From an optimization exercise on the open Yosys and OpenROAD flow, aimed at small area and a short achievable clock period; shortcuts taken in it are not production practice. Only simulation tests tie the RTL to the original design; equivalence was not proved. Power figures rest on the tool's default switching activity, not on a simulated workload.

`flow/design.v`:
```
module RISCV_2(
input clk,
input reset,
input [31:0] instr,           
output [4:0] imem_addr,       
output [3:0] data4bitpart1,data4bitpart2,
output [6:0]sout_1,sout_2,
output wb_en,                 
output [4:0] wb_rd,
output [31:0] wb_data
);
    reg  [4:0]  pc;                      
    reg  [31:0] d_ins;                   
    reg  [4:0]  d_ca;
    reg         d_br, d_jal;             
    reg  [4:0]  d_cr;                    
    reg         e_rw, e_mw, e_sub, e_ldu;          
    reg  [1:0]  e_rsrc;
    reg  [2:0]  e_op;                    
    reg  [31:0] e_a, e_b;                
    reg  [4:0]  e_sh;                    
    reg         e_shz;                   
    reg  [3:0]  e_d1;                    
    reg  [31:0] e_rd2;                   
    reg  [4:0]  e_rd, e_na;
    reg         e_fl;                    
    reg         e_mis;                   
    reg         m_rw, m_mw;              
    reg  [1:0]  m_rsrc;
    reg  [4:0]  m_rd, m_na;
    reg  [31:0] m_sol, m_sd;
    reg  [31:0] m_sel;
    reg         w_en;                    
    reg  [4:0]  w_rd;
    reg  [31:0] w_data;
    reg  [7:0]  res_w;                   
    reg  [2:0]  bp_cls;                  
    reg  [2:0]  bp_cnt;                  
    reg  [4:0]  bp_cr, bp_ar;            
    reg  [4:0]  bp_b;                    
    reg         bp_b6;                   
    reg         q_of, q_ct, q_eq, q_pr;
    reg  [31:0] rf [0:31];
    reg  [31:0] rf_v;
    reg  [31:0] dm [0:31];
    reg  [31:0] dm_v;
    reg         rq;
    wire        mis;                     
    wire        flush = rq | e_mis;
    wire [6:0] op = d_ins[6:0];
    wire is_lw  = (op == 7'b0000011);
    wire is_sw  = (op == 7'b0100011);
    wire is_r   = (op == 7'b0110011);
    wire is_br  = (op == 7'b1100011);
    wire is_i   = (op == 7'b0010011);
    wire is_jal = (op == 7'b1101111);
    wire is_ldu = (op == 7'b0110111);
    wire [2:0] f3 = d_ins[14:12];
    wire [4:0] rs1 = d_ins[19:15];
    wire [4:0] rs2 = d_ins[24:20];
    wire dc_rw   = is_lw | is_r | is_i | is_jal | is_ldu;
    wire dc_asrc = is_lw | is_sw | is_i;
    wire [1:0] dc_rsrc = {is_jal | is_ldu, is_lw | is_sw | is_ldu};
    wire alu_f  = is_r | is_i;
    wire dc_sub = is_br | (alu_f & (f3 == 3'b010)) | (alu_f & (f3 == 3'b000) & d_ins[30]);
    reg  [2:0] dc_op;
    always @(*) begin
        dc_op = 3'd0;
        if (alu_f)
            case (f3)
                3'b100: dc_op = 3'd3;
                3'b101: dc_op = 3'd5;
                3'b010: dc_op = 3'd4;
                3'b110: dc_op = 3'd2;
                3'b111: dc_op = 3'd1;
                default: dc_op = 3'd0;
            endcase
    end
    wire [11:0] dc_imm = is_sw ? {d_ins[31:25], d_ins[11:7]} :
                         is_i  ? {d_ins[31], d_ins[31], d_ins[29:20]} :
                                 d_ins[31:20];
    wire [31:0] immx = {{20{dc_imm[11]}}, dc_imm};
    wire [31:0] sel1 = rf_v & (32'd1 << rs1);
    wire [31:0] sel2 = rf_v & (32'd1 << rs2);
    reg  [31:0] rd1, rd2;
    integer j;
    always @(*) begin
        rd1 = 32'd0;
        rd2 = 32'd0;
        for (j = 0; j < 32; j = j + 1) begin
            rd1 = rd1 | (rf[j] & {32{sel1[j]}});
            rd2 = rd2 | (rf[j] & {32{sel2[j]}});
        end
    end
    wire fwd_c = dc_rw | is_br;
    wire fa_m = fwd_c && rs1 != 5'd0 && rs1 == e_rd;
    wire fa_w = fwd_c && rs1 != 5'd0 && rs1 != e_rd && rs1 == m_rd;
    wire fb_m = fwd_c && rs2 != 5'd0 && rs2 == e_rd;
    wire fb_w = fwd_c && rs2 != 5'd0 && rs2 != e_rd && rs2 == m_rd;
    wire [32:0] sum = {1'b0, e_a} + {1'b0, e_b} + {32'd0, e_sub};
    wire [31:0] srl = e_shz ? 32'd0 : (e_a >> e_sh);
    reg  [31:0] sol;
    always @(*) begin
        case (e_op)
            3'd0: sol = sum[31:0];
            3'd1: sol = e_a & e_b;
            3'd2: sol = e_a | e_b;
            3'd3: sol = e_a ^ e_b;
            3'd4: sol = {31'd0, ~sum[32]};
            default: sol = srl;
        endcase
    end
    wire [31:0] solf = e_ldu ? e_b : sol;    
    wire [7:0] bits = {1'b1, bp_b6, 1'b1, bp_b};
    assign mis = ~reset & e_mis;
    wire [31:0] seld = dm_v & m_sel;
    reg  [31:0] rdata;
    integer k;
    always @(*) begin
        rdata = 32'd0;
        for (k = 0; k < 32; k = k + 1)
            rdata = rdata | (dm[k] & {32{seld[k]}});
    end
    reg  [31:0] wb_next;
    always @(*) begin
        case (m_rsrc)
            2'b01: wb_next = rdata;
            2'b10: wb_next = {27'd0, m_na};
            default: wb_next = m_sol;
        endcase
    end
    wire [31:0] a_next = fa_m ? solf : fa_w ? wb_next : rd1;
    wire [31:0] b_next = is_ldu ? immx : fb_m ? solf : fb_w ? wb_next :
                         dc_asrc ? immx : rd2;
    wire blt30, beq30;
    cmp31 bcmp(.a(a_next[30:0]), .b(b_next[30:0]), .lt(blt30), .eq(beq30));
    wire beq  = beq30 & ~(a_next[31] ^ b_next[31]);
    wire bneg = a_next[31] ^ b_next[31] ^ blt30;
    reg  bflag;
    always @(*) begin
        case (f3)
            3'b000: bflag = beq;
            3'b001: bflag = ~beq;
            3'b010: bflag = bneg;
            3'b011: bflag = ~bneg;
            default: bflag = 1'b0;
        endcase
    end
    reg [2:0] cls_of;        
    always @(*) begin
        case (op)
            7'b0000011: cls_of = 3'd0;
            7'b0010011: cls_of = 3'd1;
            7'b0100011: cls_of = 3'd2;
            7'b0110011: cls_of = 3'd3;
            7'b0110111: cls_of = 3'd4;
            7'b1101111: cls_of = 3'd5;
            default:    cls_of = 3'd6;
        endcase
    end
    function [3:0] cnt_pred(input [2:0] c, input [7:0] b);
        case (c)
            3'd0: cnt_pred = {3'd0, b[0]};
            3'd1: cnt_pred = {3'd1, b[1]};
            3'd2: cnt_pred = {3'd1, b[2]};
            3'd3: cnt_pred = {3'd2, b[3]};
            3'd4: cnt_pred = {3'd3, b[4]};
            3'd5: cnt_pred = {3'd4, 1'b1};
            default: cnt_pred = {3'd6, 1'b0};
        endcase
    endfunction
    wire [3:0] cp = cnt_pred(bp_cls, bits);
    wire [2:0] cnt_of = cp[3:1];
    wire [4:0] d_na  = pc;               
    wire [2:0] cnt_r = d_br ? cnt_of : bp_cnt;
    wire [4:0] cr_r  = d_br ? d_cr : bp_cr;
    wire [4:0] ar_r  = d_br ? d_na : bp_ar;
    wire [2:0] cls_r = is_br ? bp_cls : cls_of;
    wire [7:0] bits_m = bits ^ (8'd1 << bp_cnt);
    wire pn = d_br ? q_of : q_ct;                    
    wire pm = d_br ? q_of ^ q_eq : ~q_ct;            
    wire sel_r = d_jal | (d_br & q_pr);
    wire pb = e_mis ? pm : pn;                       
    wire take = e_mis | sel_r;
    wire [2:0] cls_x  = rq ? 3'd6 : cls_r;
    wire [2:0] cnt_x  = rq ? 3'd0 : cnt_r;
    wire [7:0] bits_x = rq ? 8'hff : e_mis ? bits_m : bits;
    wire [3:0] cp_x   = cnt_pred(cls_x, bits_x);
    wire [4:0] ia_r = take ? (pb ? cr_r : ar_r) : pc;
    wire pbit_nx = pb;
    imem_out io(.reset(reset), .rq(rq), .d_br(d_br), .d_jal(d_jal), .e_mis(e_mis),
                .q_of(q_of), .q_ct(q_ct), .q_eq(q_eq), .q_pr(q_pr),
                .d_cr(d_cr), .bp_cr(bp_cr), .pc(pc), .bp_ar(bp_ar), .imem_addr(imem_addr));
    always @(posedge clk) begin
        rq <= reset;
        pc <= rq ? 5'd1 : ia_r + 5'd1;
        d_ins <= (e_mis & ~rq) ? 32'd0 : instr;
        d_ca  <= rq ? 5'd0 : ia_r;
        d_cr  <= (rq ? 5'd0 : ia_r) + instr[11:7];
        d_br  <= ~(e_mis & ~rq) & (instr[6:0] == 7'b1100011);
        d_jal <= ~(e_mis & ~rq) & (instr[6:0] == 7'b1101111);
        if (flush) begin
            e_rw <= 1'b0; e_mw <= 1'b0; e_rsrc <= 2'd0;
            e_d1 <= 4'd0; e_rd2[3:0] <= 4'd0; e_rd <= 5'd0; e_fl <= 1'b1; e_mis <= 1'b0;
        end else begin
            e_rw <= dc_rw; e_mw <= is_sw; e_rsrc <= dc_rsrc;
            e_d1 <= rd1[3:0]; e_rd2[3:0] <= rd2[3:0]; e_rd <= d_ins[11:7]; e_fl <= 1'b0;
            e_mis <= is_br & (bflag ^ pbit_nx);
        end
        e_sub <= dc_sub; e_ldu <= is_ldu; e_op <= dc_op;
        e_a <= a_next; e_b <= b_next ^ {32{dc_sub}}; e_rd2[31:4] <= rd2[31:4];
        e_sh <= b_next[4:0]; e_shz <= |b_next[31:5];
        e_na <= d_na;
        if (flush | e_fl) begin
            m_rw <= 1'b0; m_mw <= 1'b0; m_rsrc <= 2'd0; m_rd <= 5'd0; m_sol <= 32'd0;
        end else begin
            m_rw <= e_rw; m_mw <= e_mw; m_rsrc <= e_rsrc; m_rd <= e_rd; m_sol <= solf;
        end
        m_na <= e_na;
        m_sd <= e_rd2;
        m_sel <= (solf[31:5] == 27'd0) ? (32'd1 << solf[4:0]) : 32'd0;
        if (flush) begin
            w_en <= 1'b0; w_rd <= 5'd0; w_data <= 32'd0;
        end else begin
            w_en <= m_rw; w_rd <= m_rd; w_data <= wb_next;
        end
        res_w <= rq ? 8'd0 : w_data[7:0];
        q_of <= bits_x[cp_x[3:1]];
        q_ct <= bits_x[cnt_x];
        q_eq <= (cp_x[3:1] == cnt_x);
        q_pr <= cp_x[0];
        if (rq) begin
            bp_cnt <= 3'd0; bp_cr <= 5'd0; bp_ar <= 5'd0; bp_cls <= 3'd6;
            bp_b <= 5'h1f; bp_b6 <= 1'b1;
        end else begin
            bp_cnt <= cnt_r; bp_cr <= cr_r; bp_ar <= ar_r; bp_cls <= cls_r;
            if (e_mis) begin
                bp_b <= bits_m[4:0]; bp_b6 <= bits_m[6];
            end
        end
        if (rq)
            rf_v <= 32'd0;
        else if (m_rw & ~e_mis)
            rf_v[m_rd] <= 1'b1;
        if (rq)
            dm_v <= 32'd0;
        else if (m_mw & ~e_mis)
            dm_v <= dm_v | m_sel;
    end
    integer i;
    always @(posedge clk) begin
        if (~e_mis & m_rw)
            rf[m_rd] <= wb_next;
        for (i = 0; i < 32; i = i + 1)
            if (~e_mis & m_mw & m_sel[i])
                dm[i] <= m_sd;
    end
    d4_out d4a(.reset(reset), .rq(rq), .mis(e_mis), .v(e_d1), .y(data4bitpart1));
    d4_out d4b(.reset(reset), .rq(rq), .mis(e_mis), .v(e_rd2[3:0]), .y(data4bitpart2));
    assign wb_en   = w_en & ~rq;
    assign wb_rd   = w_rd & {5{~rq}};
    assign wb_data = w_data & {32{~rq}};
    wire [7:0] res_o = res_w & {8{~rq}};
    sevensegment sg  (res_o[3:0], sout_1);
    sevensegment sg_2(res_o[7:4], sout_2);
endmodule
module sevensegment (
input [3:0] a,
output reg [6:0] s
);
always @(*)
case(a)
4'h0:s= 7'b1000000;
4'h1:s= 7'b1111001;
4'h2:s= 7'b0100100;
4'h3:s= 7'b0110000;
4'h4:s= 7'b0011001;
4'h5:s= 7'b0010010;
4'h6:s= 7'b0000010;
4'h7:s= 7'b1111000;
4'h8:s= 7'b0000000;
4'h9:s= 7'b0011000;
4'hA:s= 7'b0001000;
4'hB:s= 7'b0000011;
4'hC:s= 7'b1000110;
4'hD:s= 7'b0100001;
4'hE:s= 7'b0000110;
4'hF:s= 7'b0001110;
default:s=7'b0000000;
endcase
endmodule
module cmp31(
input [30:0] a, b,
output lt, eq
);
    wire [31:0] l0 = {1'b0, ~a & b};
    wire [31:0] e0 = {1'b1, ~(a ^ b)};
    wire [15:0] l1, e1;
    wire [7:0]  l2, e2;
    wire [3:0]  l3, e3;
    wire [1:0]  l4, e4;
    genvar i;
    generate
        for (i = 0; i < 16; i = i + 1) begin : g1
            assign l1[i] = l0[2*i+1] | (e0[2*i+1] & l0[2*i]);
            assign e1[i] = e0[2*i+1] & e0[2*i];
        end
        for (i = 0; i < 8; i = i + 1) begin : g2
            assign l2[i] = l1[2*i+1] | (e1[2*i+1] & l1[2*i]);
            assign e2[i] = e1[2*i+1] & e1[2*i];
        end
        for (i = 0; i < 4; i = i + 1) begin : g3
            assign l3[i] = l2[2*i+1] | (e2[2*i+1] & l2[2*i]);
            assign e3[i] = e2[2*i+1] & e2[2*i];
        end
        for (i = 0; i < 2; i = i + 1) begin : g4
            assign l4[i] = l3[2*i+1] | (e3[2*i+1] & l3[2*i]);
            assign e4[i] = e3[2*i+1] & e3[2*i];
        end
    endgenerate
    assign lt = l4[1] | (e4[1] & l4[0]);
    assign eq = e4[1] & e4[0];
endmodule
module imem_out(
input reset, rq, d_br, d_jal, e_mis,
input q_of, q_ct, q_eq, q_pr,
input [4:0] d_cr, bp_cr, pc, bp_ar,
output [4:0] imem_addr
);
    wire pn = d_br ? q_of : q_ct;
    wire pm = d_br ? q_of ^ q_eq : ~q_ct;
    wire pb = e_mis ? pm : pn;
    wire take = e_mis | d_jal | (d_br & q_pr);
    wire [4:0] cr = d_br ? d_cr : bp_cr;
    wire [4:0] ar = d_br ? pc : bp_ar;
    wire [4:0] ia = take ? (pb ? cr : ar) : pc;
    wire [4:0] ia_rst = (rq | d_jal) ? 5'd0 : pc;
    wire [4:0] ia_nr  = rq ? 5'd0 : ia;
    assign imem_addr = reset ? ia_rst : ia_nr;
endmodule
module d4_out(
input reset, rq, mis,
input [3:0] v,
output [3:0] y
);
    genvar i;
    generate
        for (i = 0; i < 4; i = i + 1) begin : b
            d4_bit u(.reset(reset), .a(v[i] & ~rq), .nmis(~mis), .y(y[i]));
        end
    endgenerate
endmodule
module d4_bit(
input reset, a, nmis,
output y
);
    assign y = a & (reset | nmis);
endmodule
```
`flow/flow/run.sh`:
```
#!/bin/bash
# The standard layout (standard.sh), with two changes to how it is made:
#  * the port buffers are buf_4 cells (buffer_ports otherwise picks the
#    slow clkdlybuf4s50_1 delay cell);
#  * clock tree: clkbuf_16 buffers over clusters of up to 30 sinks, and no
#    dummy loads.
set -o pipefail
export BUFFER_PORTS_ARGS="-buffer_cell sky130_fd_sc_hd__buf_4"
export CTS_ARGS="-sink_clustering_enable -repair_clock_nets -dont_use_dummy_load -buf_list sky130_fd_sc_hd__clkbuf_16 -sink_clustering_size 30 -sink_clustering_max_diameter 80"
bash standard.sh > standard.log 2>&1
```
`flow/standard.sh`:
```
#!/bin/bash
# synth_recipe.tcl (not shown) runs the flow's synth.tcl, then flattens the netlist and writes it again
# the make line also repeats each setting of config.mk as NAME=value (left out here)
make -C /OpenROAD-flow-scripts/flow DESIGN_CONFIG=/design/flow/config.mk WORK_HOME=/design/flow/orfs CLKGATE_MAP_FILE= SYNTH_SCRIPT=/design/flow/synth_recipe.tcl "${@:-finish}"
```
`flow/config.mk`:
```
export PLATFORM = sky130hd
export DESIGN_NAME = RISCV_2
export DESIGN_NICKNAME = RISCV_2
export VERILOG_FILES = /design/flow/design.v
export SDC_FILE = /design/flow/constraint.sdc
export NUM_CORES = 4
export LEC_CHECK = 0
export CAP_MARGIN = 30
export CORE_MARGIN = 2
export CORE_UTILIZATION = 50
export SLEW_MARGIN = 30
export SYNTH_HIERARCHICAL = 1
export SYNTH_MINIMUM_KEEP_SIZE = 0
```
`flow/constraint.sdc`:
```
create_clock -name core_clock -period 16.0 [get_ports {clk}]
set_input_delay 3.2000 -clock core_clock [delete_from_list [all_inputs] [get_ports {clk}]]
set_output_delay 3.2000 -clock core_clock [all_outputs]
set_load 0.01 [all_outputs]
```
==> results of run 1 <==
==> Yosys stat by module, one instance, submodules excluded <==
module	copies in the design	area, um^2	cells inside
RISCV_2	1	101700	7497
sevensegment	2	259.0	35
cmp31	1	780.7	108
d4_out	2	28.78	5
d4_bit	8	7.507	1
imem_out	1	370.4	52
==> power by group through the flow <==
stage | registers (mW) | logic (mW) | clock network (mW)
finish | 6.90 | 0.225 | 3.31
detailed placement | 7.05 | 0.214 | 0
global route | 6.91 | 0.230 | 3.48
CTS | 6.90 | 0.214 | 3.29
floorplan | 7.03 | 0.131 | 0
global placement | 7.05 | 0.213 | 0
==> area by class of cell <==
class                      count  area [um^2]  share of cell area
inverter                     178        668.1            0.005970
multi-input combinational   4562        31440              0.2809
clock buffer                 119         2978             0.02661
antenna                       72        180.2            0.001610
sequential                  2466        69910              0.6247
tap                         2688         3363             0.03005
timing repair buffer         429         3374             0.03015
==> flip-flops by register name, indices dropped and copies added (netlist names), 8 cells and up <==
name,flops
w_data,32
dm,1024
res_w,8
d_ins,32
e_a,32
m_sel,32
rf_v,32
dm_v,32
e_b,32
rf,1024
e_rd2,32
m_sol,32
m_sd,32
==> layer usage <==
layer,wire (um),global-route usage
met1,169700,0.5821
met3,72410,0.1540
met2,204800,0.6550
met4,42570,0.2944
met5,365,0.003674
==> synth_stat cells, types with 138 or more instances <==
cell type  count  area (um^2)
a22oi_1      866         6501
inv_1        174        653.1
nand3_1      365         1827
a221oi_1     138         1209
clkbuf_1     413         1550
edfxtp_1    2048        61500
and2_1       165         1032
and3_1       288         1802
dfxtp_1      418         8368
nand2_1      365         1370
a21oi_1      173        865.8
nand4_1      267         1670
nor2_1       366         1374
o21ai_0      172        860.8
==> worst max-delay path, delay by kind of cell, from the launching register on <==
| family | cells | cell delay (ns) |
|---|---|---|
| AOI/OAI and AO/OA | 10 | 3.75 |
| adders and majority gates | 1 | 0.26 |
| buffers and inverters | 3 | 1.18 |
| DFF | 1 | 0.35 |
| muxes | 1 | 0.17 |
| and+or+nand+nor | 5 | 2.09 |
==> worst min path at each step <==
stage                      startpoint                to  slack, ns  depth (start not counted)
floorplan             e_na[0]$_DFF_P_   m_na[0]$_DFF_P_       0.31                          0
global placement    e_rd2[24]$_DFF_P_  m_sd[24]$_DFF_P_       0.31                          0
detailed placement  e_rd2[25]$_DFF_P_  m_sd[25]$_DFF_P_       0.31                          0
CTS                   e_na[1]$_DFF_P_   m_na[1]$_DFF_P_       0.28                          0
global route          e_na[1]$_DFF_P_   m_na[1]$_DFF_P_       0.29                          0
finish                e_na[1]$_DFF_P_   m_na[1]$_DFF_P_       0.28                          0
==> cells by family (layout without fill, tap and decap cells) <==
group           Yosys count  after routing
flops                  2466           2466
simple gates           2240           2240
compound gates         2005           2005
buf+inv                 717            726
fa+ha+maj               121            121
mux                     117            117
xor+xnor                 79             79
other cells               0             72
==> per-stage QoR <==
| stage | setup WS [ns] | instances | area [um^2] |
|---|---|---|---|
| after global routing | 8.076 | 10455 | 111800 |
| after CTS | 8.257 | 10437 | 111600 |
| after floorplan | 9.111 | 7745 | 103500 |
| after global placement | 7.243 | 10312 | 108400 |
| final | 8.037 | 10514 | 111900 |
| after detailed placement | 8.302 | 10318 | 108600 |
==> summary.md, run 1 <==
| Metric | Value |
|---|---|
| Run status | complete, no violations |
| Worst R2R End | e_mis$_SDFF_PP0_ |
| Max Fclk | ~130 MHz |
| TritonCTS clock tree | done |
| Clock power frac | 0.317 |
| Gate count after technology mapping | between 7000 and 8000 |
| Top FF cell, synth | edfxtp_1 |
| DIE HEIGHT | around 460 um |
| Residual DRC count | 0 |
| Maxcap violations | 0 |
| Detailed Place HPWL | between 200000 and 300000 um |
| Final Cycle Share | 0.4977 |
| Fillers | about 17000 |
| Crit path DAT | between 8 and 9 ns |
| Synth Area in Compound Gates | 0.1459 |
| DR pass1 iterations | 10 |
| Num Clock Sinks | 2466 |
| Largest net degree at the start of global routing | roughly 140 |
| Warnings, synthesis | 9 |
| Die Footprint | approximately 210000 um^2 |
| R2R cell count | 20 |
| Wirelength, routed | 489800 um |
| Post-synthesis sequential area ratio | 0.6751 |
| Tot Pwr | between 10 and 15 mW |
| Initial Utilization | 0.5043 |
| Register share of total power | 0.661 |
| Pint | 8.258 mW |
| Critical path capture point type | flop |
| Commonest non-fill, non-tap cell in the layout | edfxtp_1 |
| Worst ir drop on vdd | ~0.00011 V |
| Critical-path cell list | and2_2 > buf_4 > a22oi_1 > nand4_1 > or4_1 > a22oi_1 > inv_1 > o211ai_1 > o21ai_0 > inv_1 > ha_1 > a21oi_2 > o21ai_1 > a221o_1 > a2111oi_2 > o31ai_1 > or4b_2 > a21oi_1 > nand4b_1 > mux2i_1 |
| CP peak stage delay | around 0.87 ns |
| Drt via density | about 8 |
| Commonest cells after routing, fill and taps aside | 2048 x edfxtp_1, 866 x a22oi_1, 415 x buf_4 |
| Per-cell routed wire length | ~47 um |
| Post CTS Setup Buffer Count | 0 |
| CP endpoint | e_mis$_SDFF_PP0_ |
| Slowest stage cell on the critical path | a22oi_1 |
| Final #Nets | roughly 7900 |
| Comb power frac | 0.022 |
| Main combinational cell family by area after synthesis | compound AO/OA/AOI/OAI gates |
| Static Leak | around 37 nW |
| Worst hold slack | around 0.28 ns |
| Largest fanout on the critical path | 22 |
| RSZ-0062 raised after global routing | false |
| Final Hold Fails | 0 |
| Hold Path Class | flop to flop |
| Kind of critical path | flop to flop |
| Antenna viol nets, final | 0 |
| Ys async rst share | 0 |
| Adder-Cell Fraction of Synth Area | 0.01485 |
| First-pass GRT wire length | between 600000 and 700000 um |
| Area Growth Syn to Fin | 8.143% |
| Minimum clock period after layout | roughly 8.0 ns |
| Hold Buf Count CTS | 0 |
| Deepest clock path buffer count | 3 |
| Vias in the first global route | ~75000 |
| # rows | roughly 170 |
| GRT Residual Overflow | 0 |
| Total Neg Setup Slack | 0 ns |
| Worst Setup SP | m_sel[30]$_SDFF_PP0_ |
| Synthesized area | a little over 100000 um^2 |
| Synthesized Nets | 7900 |
| Share of cells above drive strength 1 | 0.1130 |
| Critical Path RT | between 15 and 20 ns |
| Pins Over Slew Limit | 0 |
| Post-synthesis mux area share | 0.01461 |
| DR iter-0 viols | between 15000 and 20000 |
| Core Region | slightly above 200000 um^2 |
| Worst R2R Setup Slack | around 8 ns |
| Worst setup SP type | flop |
| Yosys cell types | ~100 |
| PD cells | approximately 93 nW/um^2 |
| Avg Inst Size Synth | between 10 and 15 um^2 |
| PortBufs | between 90 and 100 |
| GRT Overall Usage | 0.4533 |
| Via count | ~82000 |
| Gpl congestion | a little over 1 |
| Latest clock arrival within the worst-skew pair | 0.88 ns |
| Final setup fails | 0 |
| PostCTS Resize Cnt | 0 |
| I/O Pins | 99 |
| Post-Synth XOR/XNOR Area | 0.006759 |
| Number of synthesized flops with an enable pin | 2048 |
| Root buffer cell | clkbuf_16 |
| CTS Buf Count | about 120 |
| Final Util | 0.5454 |
| Sw frac | 0.2092 |
| Die width | 458.9 um |
| Reg clk slew, reported paths | about 0.11 ns |
| Worst reg2reg startpoint | m_sel[30]$_SDFF_PP0_ |
| Actual slew at the worst max-slew pin | between 1 and 1.5 ns |
| Psw | around 2.2 mW |
| Max-slew headroom | 0.2166 |
| Clock skew | 0.1158 ns |
| Htree depth | 3 |
| Initial antenna violation count | 52 |
| #FFs+latches synth | 2466 |
| Synth Area in Simple Gates | 0.1153 |
==> inputs of run 2 (changes only) <==
--- a/flow/design.v
+++ b/flow/design.v
@@ -14,6 +14,8 @@
     reg  [4:0]  d_ca;
     reg         d_br, d_jal;             
     reg  [4:0]  d_cr;                    
+    reg  [3:0]  d_r1h, d_r2h;            
+    reg  [7:0]  d_r1l, d_r2l;            
     reg         e_rw, e_mw, e_sub, e_ldu;          
     reg  [1:0]  e_rsrc;
     reg  [2:0]  e_op;                    
@@ -80,8 +82,14 @@
                          is_i  ? {d_ins[31], d_ins[31], d_ins[29:20]} :
                                  d_ins[31:20];
     wire [31:0] immx = {{20{dc_imm[11]}}, dc_imm};
-    wire [31:0] sel1 = rf_v & (32'd1 << rs1);
-    wire [31:0] sel2 = rf_v & (32'd1 << rs2);
+    wire [31:0] sel1, sel2;
+    genvar gi;
+    generate
+        for (gi = 0; gi < 32; gi = gi + 1) begin : rsel
+            assign sel1[gi] = rf_v[gi] & d_r1h[gi >> 3] & d_r1l[gi & 7];
+            assign sel2[gi] = rf_v[gi] & d_r2h[gi >> 3] & d_r2l[gi & 7];
+        end
+    endgenerate
     reg  [31:0] rd1, rd2;
     integer j;
     always @(*) begin
@@ -97,7 +105,8 @@
     wire fa_w = fwd_c && rs1 != 5'd0 && rs1 != e_rd && rs1 == m_rd;
     wire fb_m = fwd_c && rs2 != 5'd0 && rs2 == e_rd;
     wire fb_w = fwd_c && rs2 != 5'd0 && rs2 != e_rd && rs2 == m_rd;
-    wire [32:0] sum = {1'b0, e_a} + {1'b0, e_b} + {32'd0, e_sub};
+    wire [32:0] sum;
+    add33 alu_add(.a(e_a), .b(e_b), .cin(e_sub), .s(sum));
     wire [31:0] srl = e_shz ? 32'd0 : (e_a >> e_sh);
     reg  [31:0] sol;
     always @(*) begin
@@ -195,6 +204,10 @@
         rq <= reset;
         pc <= rq ? 5'd1 : ia_r + 5'd1;
         d_ins <= (e_mis & ~rq) ? 32'd0 : instr;
+        d_r1h <= (e_mis & ~rq) ? 4'd1 : (4'd1 << instr[19:18]);
+        d_r1l <= (e_mis & ~rq) ? 8'd1 : (8'd1 << instr[17:15]);
+        d_r2h <= (e_mis & ~rq) ? 4'd1 : (4'd1 << instr[24:23]);
+        d_r2l <= (e_mis & ~rq) ? 8'd1 : (8'd1 << instr[22:20]);
         d_ca  <= rq ? 5'd0 : ia_r;
         d_cr  <= (rq ? 5'd0 : ia_r) + instr[11:7];
         d_br  <= ~(e_mis & ~rq) & (instr[6:0] == 7'b1100011);
@@ -336,7 +349,18 @@
     wire [4:0] ia = take ? (pb ? cr : ar) : pc;
     wire [4:0] ia_rst = (rq | d_jal) ? 5'd0 : pc;
     wire [4:0] ia_nr  = rq ? 5'd0 : ia;
-    assign imem_addr = reset ? ia_rst : ia_nr;
+    genvar i;
+    generate
+        for (i = 0; i < 5; i = i + 1) begin : b
+            omux m(.s(reset), .a(ia_rst[i]), .b(ia_nr[i]), .y(imem_addr[i]));
+        end
+    endgenerate
+endmodule
+module omux(
+input s, a, b,
+output y
+);
+    assign y = s ? a : b;
 endmodule
 module d4_out(
 input reset, rq, mis,
@@ -356,3 +380,31 @@
 );
     assign y = a & (reset | nmis);
 endmodule
+module add33(
+input [31:0] a, b,
+input cin,
+output [32:0] s
+);
+    wire [31:0] p = a ^ b;
+    wire [31:0] g0 = a & b;
+    wire [31:0] g[0:5];
+    wire [31:0] q[0:5];
+    assign g[0] = {g0[31:1], g0[0] | (p[0] & cin)};
+    assign q[0] = p;
+    genvar l, i;
+    generate
+        for (l = 0; l < 5; l = l + 1) begin : lv
+            for (i = 0; i < 32; i = i + 1) begin : bt
+                if ((i >> l) & 1) begin : c
+                    assign g[l+1][i] = g[l][i] | (q[l][i] & g[l][((i >> l) << l) - 1]);
+                    assign q[l+1][i] = q[l][i] & q[l][((i >> l) << l) - 1];
+                end else begin : k
+                    assign g[l+1][i] = g[l][i];
+                    assign q[l+1][i] = q[l][i];
+                end
+            end
+        end
+    endgenerate
+    wire [32:0] c = {g[5], cin};       
+    assign s = {c[32], p ^ c[31:0]};
+endmodule
==> summary.md, run 2 <==
| Metric | Value |
|---|---|
| Run status | complete, no violations (unchanged) |
| Yosys cell types | 102 (was 104) |
| Reg clk slew, reported paths | 0.10 ns (was 0.11 ns) |
| Share of cells above drive strength 1 | 0.1149 (was 0.1130) |
| Gate count after technology mapping | 7380 (was 7745) |
| Clock skew | 0.1792 ns (was 0.1158 ns) |
| Post-synthesis sequential area ratio | 0.6815 (was 0.6751) |
| Num Clock Sinks | 2490 (was 2466) |
| PD cells | 94.55 nW/um^2 (was 93.31 nW/um^2) |
| Maxcap violations | 0 (unchanged) |
| CP peak stage delay | 0.69 ns (was 0.87 ns) |
| Final #Nets | 7553 (was 7911) |
| Final Cycle Share | 0.4479 (was 0.4977) |
| Biggest regs | dm x1024, rf x1024 (unchanged) |
| Die width | 458.4 um (was 458.9 um) |
| I/O Pins | 99 (unchanged) |
| Slowest stage cell on the critical path | mux2i_1 (was a22oi_1) |
| Vias in the first global route | 71309 (was 74645) |
| PostCTS Resize Cnt | 0 (unchanged) |
| Synth top area share | 0.5958 (was 0.5943) |
| Number of synthesized flops with an enable pin | 2048 (unchanged) |
| Commonest cells after routing, fill and taps aside | 2048 x edfxtp_1, 990 x a22oi_1, 419 x nand4_1 (was 2048 x edfxtp_1, 866 x a22oi_1, 415 x buf_4) |
| Delay-heaviest family, CP | compound AO/OA/AOI/OAI gates (unchanged) |
| Largest net degree at the start of global routing | 69 (was 138) |
| Top FF cell, synth | edfxtp_1 (unchanged) |
| TritonCTS clock tree | done (unchanged) |
| Drt via density | 7.785 (was 7.839) |
| Static Leak | 36.08 nW (was 37.38 nW) |
| Hold Buf Count CTS | 0 (unchanged) |
| Htree depth | 3 (unchanged) |
| CTS Buf Count | 121 (was 119) |
| RSZ-0062 raised after global routing | false (unchanged) |
| Crit path DAT | 7.85 ns (was 8.71 ns) |
| Most frequent cells after synthesis | 2048 x edfxtp_1, 991 x a22oi_1, 442 x dfxtp_1 (was 2048 x edfxtp_1, 866 x a22oi_1, 418 x dfxtp_1) |
| Hold Path Class | flop to flop (unchanged) |
| # rows | 166 (unchanged) |
| Via count | 78498 (was 82420) |
| Worst ir drop on vdd | 0.0001230 V (was 0.0001056 V) |
| Warnings, synthesis | 10 (was 9) |
| #FFs+latches synth | 2490 (was 2466) |
| GRT Overall Usage | 0.4257 (was 0.4533) |
| Ys async rst share | 0 (unchanged) |
| Area Growth Syn to Fin | 7.827% (was 8.143%) |
| Synth area leaders | edfxtp_1 60%, dfxtp_1 8.6%, a22oi_1 7.2%, nand4_1 2.5%, ha_1 1.8% (was edfxtp_1 59%, dfxtp_1 8.1%, a22oi_1 6.3%, nand3_1 1.8%, and3_1 1.7%) |
| Finished Cell Area | 111300 um^2 (was 111900 um^2) |
| Synth Area in Simple Gates | 0.09825 (was 0.1153) |
| Wirelength, routed | 460400 um (was 489800 um) |
| Gpl congestion | 0.9986 (was 1.023) |
| Minimum clock period after layout | 7.166 ns (was 7.963 ns) |
| Most common cell in the netlist | edfxtp_1 (unchanged) |
| Per-cell routed wire length | 45.66 um (was 46.59 um) |
| Worst path bufs/invs | 2 (was 3) |
| Pins Over Slew Limit | 0 (unchanged) |
| Synthesized area | 103200 um^2 (was 103500 um^2) |
| PortBufs | 98 (unchanged) |
| Synth Area in Compound Gates | 0.1446 (was 0.1459) |
| Post CTS Setup Buffer Count | 0 (unchanged) |
| Max Fclk | 139.6 MHz (was 125.6 MHz) |
| Kind of critical path | flop to flop (unchanged) |
| DR iter-0 viols | 17227 (was 18114) |
| Initial antenna violation count | 30 (was 52) |
| Final setup fails | 0 (unchanged) |
| Commonest non-fill, non-tap cell in the layout | edfxtp_1 (unchanged) |
| Avg Inst Size Synth | 13.99 um^2 (was 13.36 um^2) |
| Critical path capture point type | flop (unchanged) |
| Adder-Cell Fraction of Synth Area | 0.01930 (was 0.01485) |
| Synthesized Nets | 7569 (was 7900) |
| Final Hold Fails | 0 (unchanged) |
| Latest clock arrival within the worst-skew pair | 0.89 ns (was 0.88 ns) |
| Worst setup SP type | flop (unchanged) |
| GRT Residual Overflow | 0 (unchanged) |
| Post-synthesis mux area share | 0.02099 (was 0.01461) |
| DR pass1 iterations | 8 (was 10) |
| Actual slew at the worst max-slew pin | 1.203 ns (was 1.145 ns) |
| Main combinational cell family by area after synthesis | compound AO/OA/AOI/OAI gates (unchanged) |
| Max-slew headroom | 0.1981 (was 0.2166) |
| Post-Synth XOR/XNOR Area | 0.007976 (was 0.006759) |
| First-pass GRT wire length | 610300 um (was 649500 um) |
| Core Region | 205000 um^2 (was 205200 um^2) |
| Detailed Place HPWL | 266700 um (was 297800 um) |
| Die Footprint | 210100 um^2 (was 210600 um^2) |
| Dpl cell area | 108100 um^2 (was 108600 um^2) |
| Root buffer cell | clkbuf_16 (unchanged) |
| Post-synth top area cell | edfxtp_1 (unchanged) |
| Residual DRC count | 0 (unchanged) |
| Critical Path RT | 16.68 ns (was 16.75 ns) |
| Initial Utilization | 0.5035 (was 0.5043) |
| Antenna viol nets, final | 0 (unchanged) |
| Largest fanout on the critical path | 8 (was 22) |
| DIE HEIGHT | 458.4 um (was 458.9 um) |
| Total Neg Setup Slack | 0 ns (unchanged) |
| Deepest clock path buffer count | 3 (unchanged) |
==> run 2: changes by cell type in the layout (fill, tap and decap cells not counted), moves of 57 or more <==
cell | previous run | this run
a221oi_1 | 138 | 203
a222oi_1 | 91 | 0
a22o_1 | 136 | 207
a22oi_1 | 866 | 990
and3_1 | 255 | 132
buf_4 | 415 | 356
nand2_1 | 364 | 180
nand3_1 | 365 | 153
nand4_1 | 267 | 419
o21ai_0 | 157 | 100
==> run 2: Yosys stat by module, one instance, submodules excluded <==
module | cells | cell area [um^2] | copies in the design
omux | 1 | 15.01 | 5
cmp31 | 108 | 780.7 | 1
RISCV_2 | 6972 | 100000 | 1
add33 | 171 | 1374 | 1
imem_out | 36 | 324.1 | 1
d4_out | 5 | 28.78 | 2
sevensegment | 35 | 262.8 | 2
d4_bit | 1 | 7.507 | 8
==> run 2: kinds of logic after synthesis <==
group | after synthesis
AOI/OAI and AO/OA | 1953
xor gates and xnor gates | 94
adders and majority gates | 155
buffers and inverters | 713
DFF | 2490
muxes | 141
and+or+nand+nor | 1834
==> run 2: layer usage <==
layer	vias to the layer above	wire length, um	track usage
met5	-	879	0.03100
met4	26	38420	0.2640
met3	1999	74670	0.1759
met2	7996	187600	0.5950
met1	39002	158800	0.5465
li1	29475	-	-
==> run 2: cell type report <==
cell class / count / area (um^2)
inverter: 199 / 749.5
tap: 2688 / 3363
timing repair buffer: 375 / 2998
clock buffer: 121 / 3028
fill: 16749 / 93700
sequential: 2490 / 70400
antenna: 33 / 82.58
multi-input combinational: 4177 / 30680
==> run 2: final timing paths <==
| path | slack [ns] | start | cells past startpoint | endpoint |
|---|---|---|---|---|
| min | 0.26 | e_rd2[20]$_DFF_P_ | 0 | m_sd[20]$_DFF_P_ |
| min reg2reg | 0.26 | e_rd2[20]$_DFF_P_ | 0 | m_sd[20]$_DFF_P_ |
| max reg2reg | 8.83 | e_a[0]$_DFF_P_ | 29 | e_mis$_SDFF_PP0_ |
| max | 8.83 | e_a[0]$_DFF_P_ | 29 | e_mis$_SDFF_PP0_ |
==> run 2: stage by stage <==
stage	hold slack, ns	setup slack (ns)	total power, mW	instances	util
floorplan	0.3096	9.307	7.214	7380	-
global placement	0.3130	8.895	7.297	9915	0.5257
detailed placement	0.3121	8.876	7.301	9929	0.5274
CTS	0.2604	8.877	10.48	10050	0.5422
global route	0.2771	8.478	10.69	10059	0.5426
finish	0.2590	8.834	10.52	10083	0.5429
==> run 2: where the power goes <==
group / internal, mW / leakage, nW / switching (mW) / total (mW)
Sequential: 6.93 / 21.1 / 0.0337 / 6.97
Clock: 1.34 / 1.49 / 2.02 / 3.36
Combinational: 0.0633 / 13.5 / 0.131 / 0.195
==> run 2: worst register-to-register path, delay by kind of cell, from the launching register on <==
kind,cells,cell delay (ns)
AO/OA/AOI/OAI,19,4.26
buffers and inverters,2,0.18
flip-flops,1,0.41
adder cells (fa/ha/maj),3,0.92
multiplexers,2,0.90
AND/OR/NAND/NOR,3,0.46
==> inputs of run 3 (changes only) <==
==> flow/flow/run.sh (replaced) <==
#!/bin/bash
# The standard layout (standard.sh), with two changes to how it is made:
#  * the port buffers are buf_4 cells (buffer_ports otherwise picks the
#    slow clkdlybuf4s50_1 delay cell);
#  * clock tree: clkbuf_16 buffers over clusters of up to 25 sinks, and no
#    dummy loads.
set -o pipefail
export BUFFER_PORTS_ARGS="-buffer_cell sky130_fd_sc_hd__buf_4"
export CTS_ARGS="-sink_clustering_enable -repair_clock_nets -dont_use_dummy_load -buf_list sky130_fd_sc_hd__clkbuf_16 -sink_clustering_size 25 -sink_clustering_max_diameter 70"
bash standard.sh > standard.log 2>&1
--- a/flow/config.mk
+++ b/flow/config.mk
@@ -7,7 +7,7 @@
 export LEC_CHECK = 0
 export CAP_MARGIN = 30
 export CORE_MARGIN = 2
-export CORE_UTILIZATION = 50
+export CORE_UTILIZATION = 60
 export SLEW_MARGIN = 30
 export SYNTH_HIERARCHICAL = 1
 export SYNTH_MINIMUM_KEEP_SIZE = 0
==> summary.md, run 3 <==
| Metric | Value |
|---|---|
| Run status | complete, no violations (unchanged) |
| Synth top area share | 0.5958 (unchanged) |
| DR iter-0 viols | 17865 (was 17227) |
| Residual DRC count | 0 (unchanged) |
| GRT Residual Overflow | 0 (unchanged) |
| DIE HEIGHT | 418.8 um (was 458.4 um) |
| Num Clock Sinks | 2490 (unchanged) |
| Warnings, synthesis | 10 (unchanged) |
| Synthesized Nets | 7569 (unchanged) |
| Total Neg Setup Slack | 0 ns (unchanged) |
| First-pass GRT wire length | 605100 um (was 610300 um) |
| Hold Buf Count CTS | 0 (unchanged) |
| Final Hold Fails | 0 (unchanged) |
| Post CTS Setup Buffer Count | 0 (unchanged) |
| DR pass1 iterations | 13 (was 8) |
| Worst ir drop on vdd | 0.0001343 V (was 0.0001230 V) |
| Reg clk slew, reported paths | 0.09 ns (was 0.10 ns) |
| Top FF cell, synth | edfxtp_1 (unchanged) |
| Max-slew headroom | 0.2304 (was 0.1981) |
| GRT Overall Usage | 0.5103 (was 0.4257) |
| Post-synthesis sequential area ratio | 0.6815 (unchanged) |
| Slowest stage cell on the critical path | mux2_4 (was mux2i_1) |
| Hold Path Class | flop to flop (unchanged) |
| Final setup margin | 8.875 ns (was 8.834 ns) |
| Clock power frac | 0.336 (was 0.319) |
| Worst slack, placed | 8.884 ns (was 8.876 ns) |
| #FFs+latches synth | 2490 (unchanged) |
| Worst path most repeated cell | buf_4 |
| Clock skew | 0.1073 ns (was 0.1792 ns) |
| R2R cell count | 26 (was 29) |
| Worst R2R Setup Slack | 8.95 ns (was 8.83 ns) |
| TritonCTS clock tree | done (unchanged) |
| # rows | 152 (was 166) |
| Latest clock arrival within the worst-skew pair | 0.89 ns (about the same) |
| Deepest clock path buffer count | 3 (unchanged) |
| Area Growth Syn to Fin | 7.805% (was 7.827%) |
| Actual slew at the worst max-slew pin | 1.154 ns (was 1.203 ns) |
| Root buffer cell | clkbuf_16 (unchanged) |
| Per-cell routed wire length | 46.59 um (was 45.66 um) |
| PD cells | 97.07 nW/um^2 (was 94.55 nW/um^2) |
| Most frequent cells after synthesis | 2048 x edfxtp_1, 991 x a22oi_1, 442 x dfxtp_1 (unchanged) |
| Critical Path RT | 12.80 ns (was 16.68 ns) |
| Worst setup SP type | input port (was flop) |
| Hold path depth | 0 (unchanged) |
| PostCTS Resize Cnt | 0 (unchanged) |
| Comb power frac | 0.019 (about the same) |
| Initial antenna violation count | 40 (was 30) |
| Maxcap violations | 0 (unchanged) |
| Die width | 418.8 um (was 458.4 um) |
| Psw | 2.223 mW (was 2.186 mW) |
| Gate count after technology mapping | 7380 (unchanged) |
| Ys async rst share | 0 (unchanged) |
| Finished Cell Area | 111300 um^2 (about the same) |
| CP peak stage delay | 0.33 ns (was 0.69 ns) |
| Worst reg2reg startpoint | e_a[0]$_DFF_P_ (unchanged) |
| Share of cells above drive strength 1 | 0.1171 (was 0.1149) |
| WHS Endpoint | m_sd[17]$_DFF_P_ (was m_sd[20]$_DFF_P_) |
| Max Fclk | 140.4 MHz (was 139.6 MHz) |
| Synth area leaders | edfxtp_1 60%, dfxtp_1 8.6%, a22oi_1 7.2%, nand4_1 2.5%, ha_1 1.8% (unchanged) |
| Avg Inst Size Synth | 13.99 um^2 (unchanged) |
| Initial Utilization | 0.6024 (was 0.5035) |
| Kind of critical path | input port to output pin (was flop to flop) |
| Crit path DAT | 3.92 ns (was 7.85 ns) |
| PortBufs | 98 (unchanged) |
| Via count | 80027 (was 78498) |
| Tot Pwr | 10.80 mW (was 10.52 mW) |
| Commonest cells after routing, fill and taps aside | 2048 x edfxtp_1, 990 x a22oi_1, 419 x nand4_1 (unchanged) |
| Final #Nets | 7567 (was 7553) |
| Pins Over Slew Limit | 0 (unchanged) |
| Largest fanout on the critical path | 14 (was 8) |
| Htree depth | 4 (was 3) |
| RSZ-0062 raised after global routing | false (unchanged) |
| Final Cycle Share | 0.4453 (was 0.4479) |
| Worst hold slack | 0.2928 ns (was 0.2590 ns) |
| Commonest non-fill, non-tap cell in the layout | edfxtp_1 (unchanged) |
| Worst Min Path Start | e_rd2[17]$_DFF_P_ (was e_rd2[20]$_DFF_P_) |
| Die Footprint | 175400 um^2 (was 210100 um^2) |
| Gpl congestion | 1.032 (was 0.9986) |
| Wirelength, routed | 453600 um (was 460400 um) |
| Most common cell in the netlist | edfxtp_1 (unchanged) |
| Antenna viol nets, final | 0 (unchanged) |
| CTS Buf Count | 142 (was 121) |
| Detailed Place HPWL | 263200 um (was 266700 um) |
| Post-synth top area cell | edfxtp_1 (unchanged) |
| Final setup fails | 0 (unchanged) |
| Dpl cell area | 107500 um^2 (was 108100 um^2) |
| Static Leak | 36.30 nW (was 36.08 nW) |
| Number of synthesized flops with an enable pin | 2048 (unchanged) |
| Sw frac | 0.2058 (was 0.2077) |
| Yosys cell types | 102 (unchanged) |
| Critical path capture point type | output pin (was flop) |
| Worst R2R End | e_mis$_SDFF_PP0_ (unchanged) |
| Biggest regs | dm x1024, rf x1024 (unchanged) |
| Register share of total power | 0.645 (was 0.662) |
| Synthesized area | 103200 um^2 (unchanged) |
| Critical-path cell list | buf_4 > mux2_4 > buf_4 |
| Pint | 8.579 mW (was 8.337 mW) |
| Minimum clock period after layout | 7.125 ns (was 7.166 ns) |
| Drt via density | 8.220 (was 7.785) |
| Largest net degree at the start of global routing | 90 (was 69) |
| Core Region | 171400 um^2 (was 205000 um^2) |
| I/O Pins | 99 (unchanged) |
| Vias in the first global route | 72662 (was 71309) |
[run 3: cell counts after synthesis]
No cell type changed its count.
[run 3: area by class of cell]
| class | instances | area [um^2] |
|---|---|---|
| Antenna cell | 50 | 125.1 |
| Fill cell | 12410 | 60080 |
| Multi-Input combinational cell | 4177 | 30730 |
| Timing Repair Buffer | 368 | 2828 |
| Clock buffer | 142 | 3553 |
| Tap cell | 2310 | 2890 |
| Sequential cell | 2490 | 70400 |
| Inverter | 199 | 747.0 |
[run 3: layer usage]
| metal | global-route usage | vias up | share of wire |
|---|---|---|---|
| met5 | 0.02362 | - | 0.0019 |
| met4 | 0.3709 | 48 | 0.10 |
| met3 | 0.2337 | 2651 | 0.17 |
| met2 | 0.7039 | 8961 | 0.40 |
| met1 | 0.6293 | 38822 | 0.32 |
| li1 | - | 29545 | - |
[run 3: how the worst max path moves through the flow]
stage	cells after the start	slack (ns)	endpoint	start
2_1_floorplan	1	9.31	imem_addr[0]	reset
3_3_place_gp	3	8.90	imem_addr[0]	reset
3_5_place_dp	3	8.88	imem_addr[3]	reset
4_1_cts	3	8.88	imem_addr[3]	reset
5_1_grt	28	8.73	e_mis$_SDFF_PP0_	e_a[0]$_DFF_P_
6_report	3	8.88	imem_addr[1]	reset
[run 3: Yosys stat by module, one instance, submodules excluded]
module | flip-flops and latches | cells inside
imem_out | 0 | 36
cmp31 | 0 | 108
d4_bit | 0 | 1
omux | 0 | 1
add33 | 0 | 171
sevensegment | 0 | 35
d4_out | 0 | 5
RISCV_2 | 2490 | 6972
[run 3: cells by family after synthesis]
family,count (synthesis),share of synthesized area
AOI/OAI and AO/OA,1953,0.1446
xor gates and xnor gates,94,0.007976
adders and majority gates,155,0.01930
buffers and inverters,713,0.02736
DFF,2490,0.6815
muxes,141,0.02099
and+or+nand+nor,1834,0.09825
[run 3: worst max-delay path, delay by kind of cell]
kind                   cells  cell delay, ns
buffers and inverters      2            0.39
muxes                      1            0.33
[run 3: power groups by stage]
stage	clock, mW	combinational (mW)	sequential (mW)
detailed placement	0	0.193	7.11
floorplan	0	0.120	7.09
global route	3.80	0.211	6.97
finish	3.63	0.205	6.96
CTS	3.58	0.194	6.96
global placement	0	0.191	7.11
[run 3: per-stage QoR]
stage	cells	util
floorplan	7380	-
global placement	9538	0.6263
detailed placement	9542	0.6273
CTS	9684	0.6481
global route	9698	0.6488
finish	9736	0.6494
==> inputs of run 4 (changes only) <==
--- a/flow/design.v
+++ b/flow/design.v
@@ -16,9 +16,9 @@
     reg  [4:0]  d_cr;                    
     reg  [3:0]  d_r1h, d_r2h;            
     reg  [7:0]  d_r1l, d_r2l;            
-    reg         e_rw, e_mw, e_sub, e_ldu;          
+    reg         e_rw, e_mw, e_sub;                 
     reg  [1:0]  e_rsrc;
-    reg  [2:0]  e_op;                    
+    reg  [6:0]  e_op;                    
     reg  [31:0] e_a, e_b;                
     reg  [4:0]  e_sh;                    
     reg         e_shz;                   
@@ -65,17 +65,19 @@
     wire [1:0] dc_rsrc = {is_jal | is_ldu, is_lw | is_sw | is_ldu};
     wire alu_f  = is_r | is_i;
     wire dc_sub = is_br | (alu_f & (f3 == 3'b010)) | (alu_f & (f3 == 3'b000) & d_ins[30]);
-    reg  [2:0] dc_op;
+    reg  [6:0] dc_op;
     always @(*) begin
-        dc_op = 3'd0;
-        if (alu_f)
+        dc_op = 7'b0000001;
+        if (is_ldu)
+            dc_op = 7'b1000000;
+        else if (alu_f)
             case (f3)
-                3'b100: dc_op = 3'd3;
-                3'b101: dc_op = 3'd5;
-                3'b010: dc_op = 3'd4;
-                3'b110: dc_op = 3'd2;
-                3'b111: dc_op = 3'd1;
-                default: dc_op = 3'd0;
+                3'b100: dc_op = 7'b0001000;
+                3'b101: dc_op = 7'b0100000;
+                3'b010: dc_op = 7'b0010000;
+                3'b110: dc_op = 7'b0000100;
+                3'b111: dc_op = 7'b0000010;
+                default: dc_op = 7'b0000001;
             endcase
     end
     wire [11:0] dc_imm = is_sw ? {d_ins[31:25], d_ins[11:7]} :
@@ -108,18 +110,13 @@
     wire [32:0] sum;
     add33 alu_add(.a(e_a), .b(e_b), .cin(e_sub), .s(sum));
     wire [31:0] srl = e_shz ? 32'd0 : (e_a >> e_sh);
-    reg  [31:0] sol;
-    always @(*) begin
-        case (e_op)
-            3'd0: sol = sum[31:0];
-            3'd1: sol = e_a & e_b;
-            3'd2: sol = e_a | e_b;
-            3'd3: sol = e_a ^ e_b;
-            3'd4: sol = {31'd0, ~sum[32]};
-            default: sol = srl;
-        endcase
-    end
-    wire [31:0] solf = e_ldu ? e_b : sol;    
+    wire [31:0] solf = ({32{e_op[0]}} & sum[31:0]) |
+                       ({32{e_op[1]}} & (e_a & e_b)) |
+                       ({32{e_op[2]}} & (e_a | e_b)) |
+                       ({32{e_op[3]}} & (e_a ^ e_b)) |
+                       {31'd0, e_op[4] & ~sum[32]} |
+                       ({32{e_op[5]}} & srl) |
+                       ({32{e_op[6]}} & e_b);
     wire [7:0] bits = {1'b1, bp_b6, 1'b1, bp_b};
     assign mis = ~reset & e_mis;
     wire [31:0] seld = dm_v & m_sel;
@@ -145,16 +142,8 @@
     cmp31 bcmp(.a(a_next[30:0]), .b(b_next[30:0]), .lt(blt30), .eq(beq30));
     wire beq  = beq30 & ~(a_next[31] ^ b_next[31]);
     wire bneg = a_next[31] ^ b_next[31] ^ blt30;
-    reg  bflag;
-    always @(*) begin
-        case (f3)
-            3'b000: bflag = beq;
-            3'b001: bflag = ~beq;
-            3'b010: bflag = bneg;
-            3'b011: bflag = ~bneg;
-            default: bflag = 1'b0;
-        endcase
-    end
+    wire bx = pbit_nx ^ f3[0];
+    wire bmis = f3[2] ? pbit_nx : f3[1] ? (bneg ^ bx) : (beq ^ bx);
     reg [2:0] cls_of;        
     always @(*) begin
         case (op)
@@ -218,9 +207,9 @@
         end else begin
             e_rw <= dc_rw; e_mw <= is_sw; e_rsrc <= dc_rsrc;
             e_d1 <= rd1[3:0]; e_rd2[3:0] <= rd2[3:0]; e_rd <= d_ins[11:7]; e_fl <= 1'b0;
-            e_mis <= is_br & (bflag ^ pbit_nx);
+            e_mis <= is_br & bmis;
         end
-        e_sub <= dc_sub; e_ldu <= is_ldu; e_op <= dc_op;
+        e_sub <= dc_sub; e_op <= dc_op;
         e_a <= a_next; e_b <= b_next ^ {32{dc_sub}}; e_rd2[31:4] <= rd2[31:4];
         e_sh <= b_next[4:0]; e_shz <= |b_next[31:5];
         e_na <= d_na;
==> flow/flow/run.sh (replaced) <==
#!/bin/bash
# The standard layout (standard.sh), with these changes to how it is made:
#  * the port buffers are buf_4 cells (buffer_ports otherwise picks the
#    slow clkdlybuf4s50_1 delay cell);
#  * clock tree: clkbuf_16 buffers over clusters of up to 25 sinks, and no
#    dummy loads;
#  * the timing repair steps aim for 9.2 ns of setup slack (the design's
#    constraints and clock period are unchanged).
set -o pipefail
export BUFFER_PORTS_ARGS="-buffer_cell sky130_fd_sc_hd__buf_4"
export CTS_ARGS="-sink_clustering_enable -repair_clock_nets -dont_use_dummy_load -buf_list sky130_fd_sc_hd__clkbuf_16 -sink_clustering_size 25 -sink_clustering_max_diameter 70"
export SETUP_SLACK_MARGIN=9.2
bash standard.sh > standard.log 2>&1
==> summary.md, run 4 <==
| Metric | Value |
|---|---|
| Critical path capture point type | flop (was output pin) |
| Post-synth top area cell | edfxtp_1 (unchanged) |
| Gate count after technology mapping | 7447 (was 7380) |
| Yosys cell types | 101 (was 102) |
| Detailed Place HPWL | 270900 um (was 263200 um) |
| Most frequent cells after synthesis | 2048 x edfxtp_1, 990 x a22oi_1, 495 x nand4_1 (was 2048 x edfxtp_1, 991 x a22oi_1, 442 x dfxtp_1) |
| Post-synthesis mux area share | 0.01606 (was 0.02099) |
| Synthesized area | 103000 um^2 (was 103200 um^2) |
| GRT Residual Overflow | 0 (unchanged) |
| Total Neg Setup Slack | 0 ns (unchanged) |
| Worst setup SP type | flop (was input port) |
| Avg Inst Size Synth | 13.83 um^2 (was 13.99 um^2) |
| Minimum clock period after layout | 7.109 ns (was 7.125 ns) |
| Sw frac | 0.2066 (was 0.2058) |
| Antenna viol nets, final | 0 (unchanged) |
| Final Cycle Share | 0.4443 (was 0.4453) |
| Post-Synth XOR/XNOR Area | 0.008165 (was 0.007976) |
| Biggest regs | dm x1024, rf x1024 (unchanged) |
| RSZ-0062 raised after global routing | true (was false) |
| DR iter-0 viols | 18102 (was 17865) |
| Worst hold slack | 0.2658 ns (was 0.2928 ns) |
| Commonest non-fill, non-tap cell in the layout | edfxtp_1 (unchanged) |
| Synth top area share | 0.5972 (was 0.5958) |
| Largest fanout on the critical path | 17 (was 14) |
| Slowest stage cell on the critical path | nor4_2 (was mux2_4) |
| Main combinational cell family by area after synthesis | compound AO/OA/AOI/OAI gates (unchanged) |
| Area Growth Syn to Fin | 8.233% (was 7.805%) |
| Reg clk slew, reported paths | 0.10 ns (was 0.09 ns) |
| Warnings, synthesis | 10 (unchanged) |
| Max Fclk | 140.7 MHz (was 140.4 MHz) |
| Comb power frac | 0.019 (about the same) |
| Largest net degree at the start of global routing | 73 (was 90) |
| CTS Buf Count | 143 (was 142) |
| Commonest cells after routing, fill and taps aside | 2048 x edfxtp_1, 986 x a22oi_1, 495 x nand4_1 (was 2048 x edfxtp_1, 990 x a22oi_1, 419 x nand4_1) |
| Final Util | 0.6519 (was 0.6494) |
| Post-synthesis sequential area ratio | 0.6837 (was 0.6815) |
| DIE HEIGHT | 418.3 um (was 418.8 um) |
| GRT Overall Usage | 0.5134 (was 0.5103) |
| Kind of critical path | flop to flop (was input port to output pin) |
| Critical-path cell list | and3_2 > buf_4 > a22o_1 > a221oi_1 > nand4_1 > nor4_2 > a21oi_1 > mux2_2 > inv_1 > ha_1 > and4_1 > a221o_1 > a2111oi_4 > o31ai_2 > nand2b_1 > nand2_1 > nor2_1 > a2111oi_2 > nand4_1 > mux2_2 (was buf_4 > mux2_4 > buf_4) |
| Drt via density | 8.206 (was 8.220) |
| Per-cell routed wire length | 46.82 um (was 46.59 um) |
| Synthesized Nets | 7636 (was 7569) |
| Initial Utilization | 0.6023 (was 0.6024) |
| Max-slew headroom | 0.1676 (was 0.2304) |
| Final setup fails | 0 (unchanged) |
| # rows | 152 (unchanged) |
| Deepest clock path buffer count | 3 (unchanged) |
| PortBufs | 98 (unchanged) |
| Non-Filler Instances | 9758 (was 9736) |
| Gpl congestion | 1.036 (was 1.032) |
| Residual DRC count | 0 (unchanged) |
| Via count | 80070 (was 80027) |
| DR pass1 iterations | 14 (was 13) |
| Ys async rst share | 0 (unchanged) |
| I/O Pins | 99 (unchanged) |
| Crit path DAT | 7.83 ns (was 3.92 ns) |
| Register share of total power | 0.644 (was 0.645) |
| Synth Area in Simple Gates | 0.1063 (was 0.09825) |
| Root buffer cell | clkbuf_16 (unchanged) |
| Psw | 2.239 mW (was 2.223 mW) |
| Die Footprint | 175000 um^2 (was 175400 um^2) |
| Number of synthesized flops with an enable pin | 2048 (unchanged) |
| Die width | 418.3 um (was 418.8 um) |
| Most common cell in the netlist | edfxtp_1 (unchanged) |
| Latest clock arrival within the worst-skew pair | 0.87 ns (was 0.89 ns) |
| Critical Path RT | 16.72 ns (was 12.80 ns) |
| Top FF cell, synth | edfxtp_1 (unchanged) |
| CP peak stage delay | 0.98 ns (was 0.33 ns) |
| Actual slew at the worst max-slew pin | 1.247 ns (was 1.154 ns) |
| Maxcap violations | 0 (unchanged) |
| Share of cells above drive strength 1 | 0.1207 (was 0.1171) |
| Pins Over Slew Limit | 0 (unchanged) |
| Synth area leaders | edfxtp_1 60%, dfxtp_1 8.7%, a22oi_1 7.2%, nand4_1 3.0%, ha_1 1.8% (was edfxtp_1 60%, dfxtp_1 8.6%, a22oi_1 7.2%, nand4_1 2.5%, ha_1 1.8%) |
| Clock power frac | 0.337 (was 0.336) |
| Initial antenna violation count | 48 (was 40) |
| Core Region | 171000 um^2 (was 171400 um^2) |
| Static Leak | 36.76 nW (was 36.30 nW) |
| Vias in the first global route | 73408 (was 72662) |
| Pint | 8.595 mW (was 8.579 mW) |
| #FFs+latches synth | 2493 (was 2490) |
| Hold Path Class | flop to flop (unchanged) |
| TritonCTS clock tree | done (unchanged) |
| Num Clock Sinks | 2493 (was 2490) |
| Run status | complete, no violations (unchanged) |
| First-pass GRT wire length | 609300 um (was 605100 um) |
| Adder-Cell Fraction of Synth Area | 0.01934 (was 0.01930) |
| Final #Nets | 7658 (was 7567) |
| PD cells | 97.20 nW/um^2 (was 97.07 nW/um^2) |
| Hold Buf Count CTS | 0 (unchanged) |
| Final Hold Fails | 0 (unchanged) |
| Synth Area in Compound Gates | 0.1395 (was 0.1446) |
| Clock skew | 0.1071 ns (was 0.1073 ns) |
| Worst ir drop on vdd | 0.0001341 V (was 0.0001343 V) |
| # placed instances | 9537 (was 9542) |
| Htree depth | 4 (unchanged) |
| Wirelength, routed | 456900 um (was 453600 um) |
run 4: cell types whose count changed after synthesis, sizes merged, moves of 18 or more:
| cell | change |
|---|---|
| a221oi | -43 |
| a222oi | +25 |
| and3 | +37 |
| buf | -28 |
| clkbuf | +33 |
| mux4 | -22 |
| nand4 | +76 |
| nor2 | +18 |
| nor3 | +19 |
| o211ai | +18 |
| xnor2 | -28 |
| xor2 | +30 |
run 4: power groups by stage:
stage	combinational (mW)	sequential [mW]	clock, mW
2_1_floorplan	0.115	7.10	0
3_3_place_gp	0.189	7.12	0
3_5_place_dp	0.190	7.12	0
4_1_cts	0.194	6.97	3.60
5_1_grt	0.213	6.97	3.80
6_report	0.208	6.97	3.65
run 4: metal layers:
metal  GRT usage  wire, um  share of wire
met3      0.2261     78880           0.17
met1      0.6388    148300           0.32
met2      0.7094    184700           0.40
met4      0.3767     44830          0.098
met5    0.002501       223        0.00049
run 4: cell families after synthesis:
| kind of cell | Yosys count |
|---|---|
| mux | 121 |
| xor+xnor | 96 |
| simple gates | 1976 |
| buf+inv | 714 |
| compound gates | 1892 |
| flops | 2493 |
| fa+ha+maj | 155 |
run 4: timing repair:
item	4_1_cts	5_1_grt
gates resized for setup	31	26
buffers inserted	0	13
gates cloned	1	0
pin swaps	2	12
setup endpoints to repair	14	19
run 4: area by class of cell:
class / count / area [um^2]
inverter: 195 / 732.0
antenna: 58 / 145.1
tap: 2233 / 2794
clock buffer: 143 / 3578
timing repair buffer: 396 / 3181
fill: 12553 / 59520
sequential: 2493 / 70450
multi-input combinational: 4240 / 30570
run 4: critical path: cells and delay by family, from the launching register on:
family | cells | cell delay [ns]
adders and majority gates | 1 | 0.23
and+or+nand+nor | 8 | 2.57
buffers and inverters | 2 | 0.53
DFF | 1 | 0.74
AOI/OAI and AO/OA | 7 | 2.20
muxes | 2 | 0.69
run 4: through the flow:
stage / cell area [um^2] / total power [mW] / worst slack (ns)
after floorplan: 103000 / 7.216 / 9.307
after global placement: 107100 / 7.306 / 7.996
after detailed placement: 107200 / 7.308 / 8.862
after CTS: 110900 / 10.76 / 9.056
after global routing: 111400 / 10.99 / 9.010
final: 111500 / 10.83 / 8.891
run 4: per-module statistics from Yosys (local to each module, per instance), excerpt:
| module | cells inside | area, um^2 | times used |
|---|---|---|---|
| omux | 1 | 15.01 | 5 |
| imem_out | 36 | 324.1 | 1 |
| RISCV_2 | 7039 | 99780 | 1 |
| sevensegment | 35 | 262.8 | 2 |
| cmp31 | 108 | 780.7 | 1 |
| add33 | 171 | 1374 | 1 |
| d4_out | 5 | 28.78 | 2 |
run 4: worst paths after layout:
path | start | endpoint | slack [ns] | cells past startpoint
setup / recovery | rf_v[2]$_SDFFE_PP0P_ | e_mis$_SDFF_PP0_ | 8.89 | 20
hold / removal | e_rd2[23]$_DFF_P_ | m_sd[23]$_DFF_P_ | 0.27 | 0
setup reg to reg | rf_v[2]$_SDFFE_PP0P_ | e_mis$_SDFF_PP0_ | 8.89 | 20
hold reg to reg | e_rd2[23]$_DFF_P_ | m_sd[23]$_DFF_P_ | 0.27 | 0
==> inputs of run 5 (changes only) <==
--- a/flow/config.mk
+++ b/flow/config.mk
@@ -7,7 +7,7 @@
 export LEC_CHECK = 0
 export CAP_MARGIN = 30
 export CORE_MARGIN = 2
-export CORE_UTILIZATION = 60
+export CORE_UTILIZATION = 65
 export SLEW_MARGIN = 30
 export SYNTH_HIERARCHICAL = 1
 export SYNTH_MINIMUM_KEEP_SIZE = 0
==> summary.md, run 5 <==
| Metric | Value |
|---|---|
| TritonCTS clock tree | done (unchanged) |
| Final setup margin | 8.929 ns (was 8.891 ns) |
| Yosys cell types | 101 (unchanged) |
| Hold Path Class | flop to flop (unchanged) |
| Commonest non-fill, non-tap cell in the layout | edfxtp_1 (unchanged) |
| DIE HEIGHT | 402.0 um (was 418.3 um) |
| Synthesized Nets | 7636 (unchanged) |
| Run status | complete, no violations (unchanged) |
| Worst ir drop on vdd | 0.0001270 V (was 0.0001341 V) |
| Most frequent cells after synthesis | 2048 x edfxtp_1, 990 x a22oi_1, 495 x nand4_1 (unchanged) |
| Top FF cell, synth | edfxtp_1 (unchanged) |
| PortBufs | 98 (unchanged) |
| WHS Endpoint | m_sd[17]$_DFF_P_ (was m_sd[23]$_DFF_P_) |
| Worst R2R End | e_mis$_SDFF_PP0_ (unchanged) |
| Most common cell in the netlist | edfxtp_1 (unchanged) |
| RSZ-0062 raised after global routing | true (unchanged) |
| GRT Overall Usage | 0.5492 (was 0.5134) |
| Critical path capture point type | flop (unchanged) |
| # rows | 146 (was 152) |
| Via count | 81435 (was 80070) |
| Worst Min Path Start | e_rd2[17]$_DFF_P_ (was e_rd2[23]$_DFF_P_) |
| Root buffer cell | clkbuf_16 (unchanged) |
| Largest fanout on the critical path | 35 (was 17) |
==> run 5: cell types whose count changed in the layout (fill, tap and decap cells not counted), moves of 3 or more <==
cell       delta
a2111oi_1     -3
and2_1        +4
and2_4        -3
buf_12        +3
buf_4        +14
dfxtp_1       +3
dfxtp_2       -3
diode_2      -17
inv_1         +3
==> run 5: metal layers <==
metal	up-vias	share of wire	GRT usage
met3	3122	0.19	0.2691
met4	38	0.11	0.4403
li1	29822	-	-
met5	-	0.0015	0.02617
met1	38589	0.30	0.6598
met2	9864	0.39	0.7467
==> run 5: worst max-delay path by stage <==
stage / start / cells past startpoint / endpoint / slack, ns
after global routing: e_b[0]$_DFF_P_ / 31 / e_mis$_SDFF_PP0_ / 9.02
final: d_r2h[1]$_SDFF_PP0_ / 25 / e_mis$_SDFF_PP0_ / 8.93
after floorplan: reset / 1 / imem_addr[0] / 9.31
after CTS: reset / 3 / imem_addr[0] / 9.06
after detailed placement: e_a[0]$_DFF_P_ / 30 / e_mis$_SDFF_PP0_ / 8.81
after global placement: e_a[0]$_DFF_P_ / 30 / e_mis$_SDFF_PP0_ / 8.69
==> run 5: cell families (layout without fill, tap and decap cells) <==
logic type,Yosys count,in the layout,share of synthesized area
other,0,41,0
and+or+nand+nor,1976,1976,0.1063
adders and majority gates,155,155,0.01934
muxes,121,121,0.01606
AOI/OAI and AO/OA,1892,1892,0.1395
DFF,2493,2493,0.6837
xor gates and xnor gates,96,96,0.008165
buffers and inverters,714,746,0.02693
==> run 5: final cells by class <==
cell class	count	area, um^2	share of cell area
Antenna cell	41	102.6	0.0009218
Clock buffer	141	3528	0.03170
Inverter	195	732.0	0.006577
Multi-Input combinational cell	4240	30590	0.2749
Sequential cell	2493	70450	0.6330
Tap cell	2072	2592	0.02329
Timing Repair Buffer	410	3303	0.02968
==> run 5: metrics by stage <==
step | hold slack, ns | util | power, mW
2_1_floorplan | 0.3096 | - | 7.216
3_3_place_gp | 0.3098 | 0.6779 | 7.304
3_5_place_dp | 0.3121 | 0.6792 | 7.306
4_1_cts | 0.3187 | 0.7022 | 10.69
5_1_grt | 0.3128 | 0.7047 | 10.92
6_report | 0.3180 | 0.7052 | 10.77
==> run 5: critical path, stage by stage, from the launching register on <==
cell and delay (ns):
dfxtp_2 0.32, buf_4 0.40, buf_4 0.52, and3_2 0.74, buf_4 0.57, a22o_1 0.21, a221oi_1 0.06, nand4_1 0.13
or3_1 0.61, nor2_1 0.13, or3_1 0.34, o211ai_1 0.10, a22oi_1 0.18, inv_1 0.10, ha_1 0.24, and4_1 0.22
a221oi_2 0.36, o221a_2 0.25, o31ai_1 0.09, nand2b_1 0.19, nor3_2 0.22, inv_1 0.08, nor3b_2 0.21, a2111oi_2 0.08
nand4_1 0.14, mux2_2 0.34
==> run 5: Yosys stat by module (local to each module, per instance) <==
| module | times used | flip-flops and latches |
|---|---|---|
| cmp31 | 1 | 0 |
| imem_out | 1 | 0 |
| add33 | 1 | 0 |
| omux | 5 | 0 |
| sevensegment | 2 | 0 |
| RISCV_2 | 1 | 2493 |
| d4_out | 2 | 0 |
| d4_bit | 8 | 0 |
==> run 5: report_power, final <==
part | leakage [nW] | internal (mW) | switching [mW]
combinational | 13.8 | 0.0643 | 0.140
sequential | 21.3 | 6.94 | 0.0338
clock | 1.74 | 1.57 | 2.02
==> run 5: repair_timing <==
item | 4_1_cts | 5_1_grt
gates cloned | 1 | 0
setup buffers | 0 | 6
gates resized for setup | 18 | 39
setup endpoints to repair | 14 | 14
pin swaps | 3 | 11

Setup slack of run 5, layout unchanged: 8.929 ns with ideal ports, 8.929 ns with driving cells assumed (clock clkbuf_16, inputs buf_2), 8.929 ns with port delays also shifted by the 0.887 ns mid clock arrival.
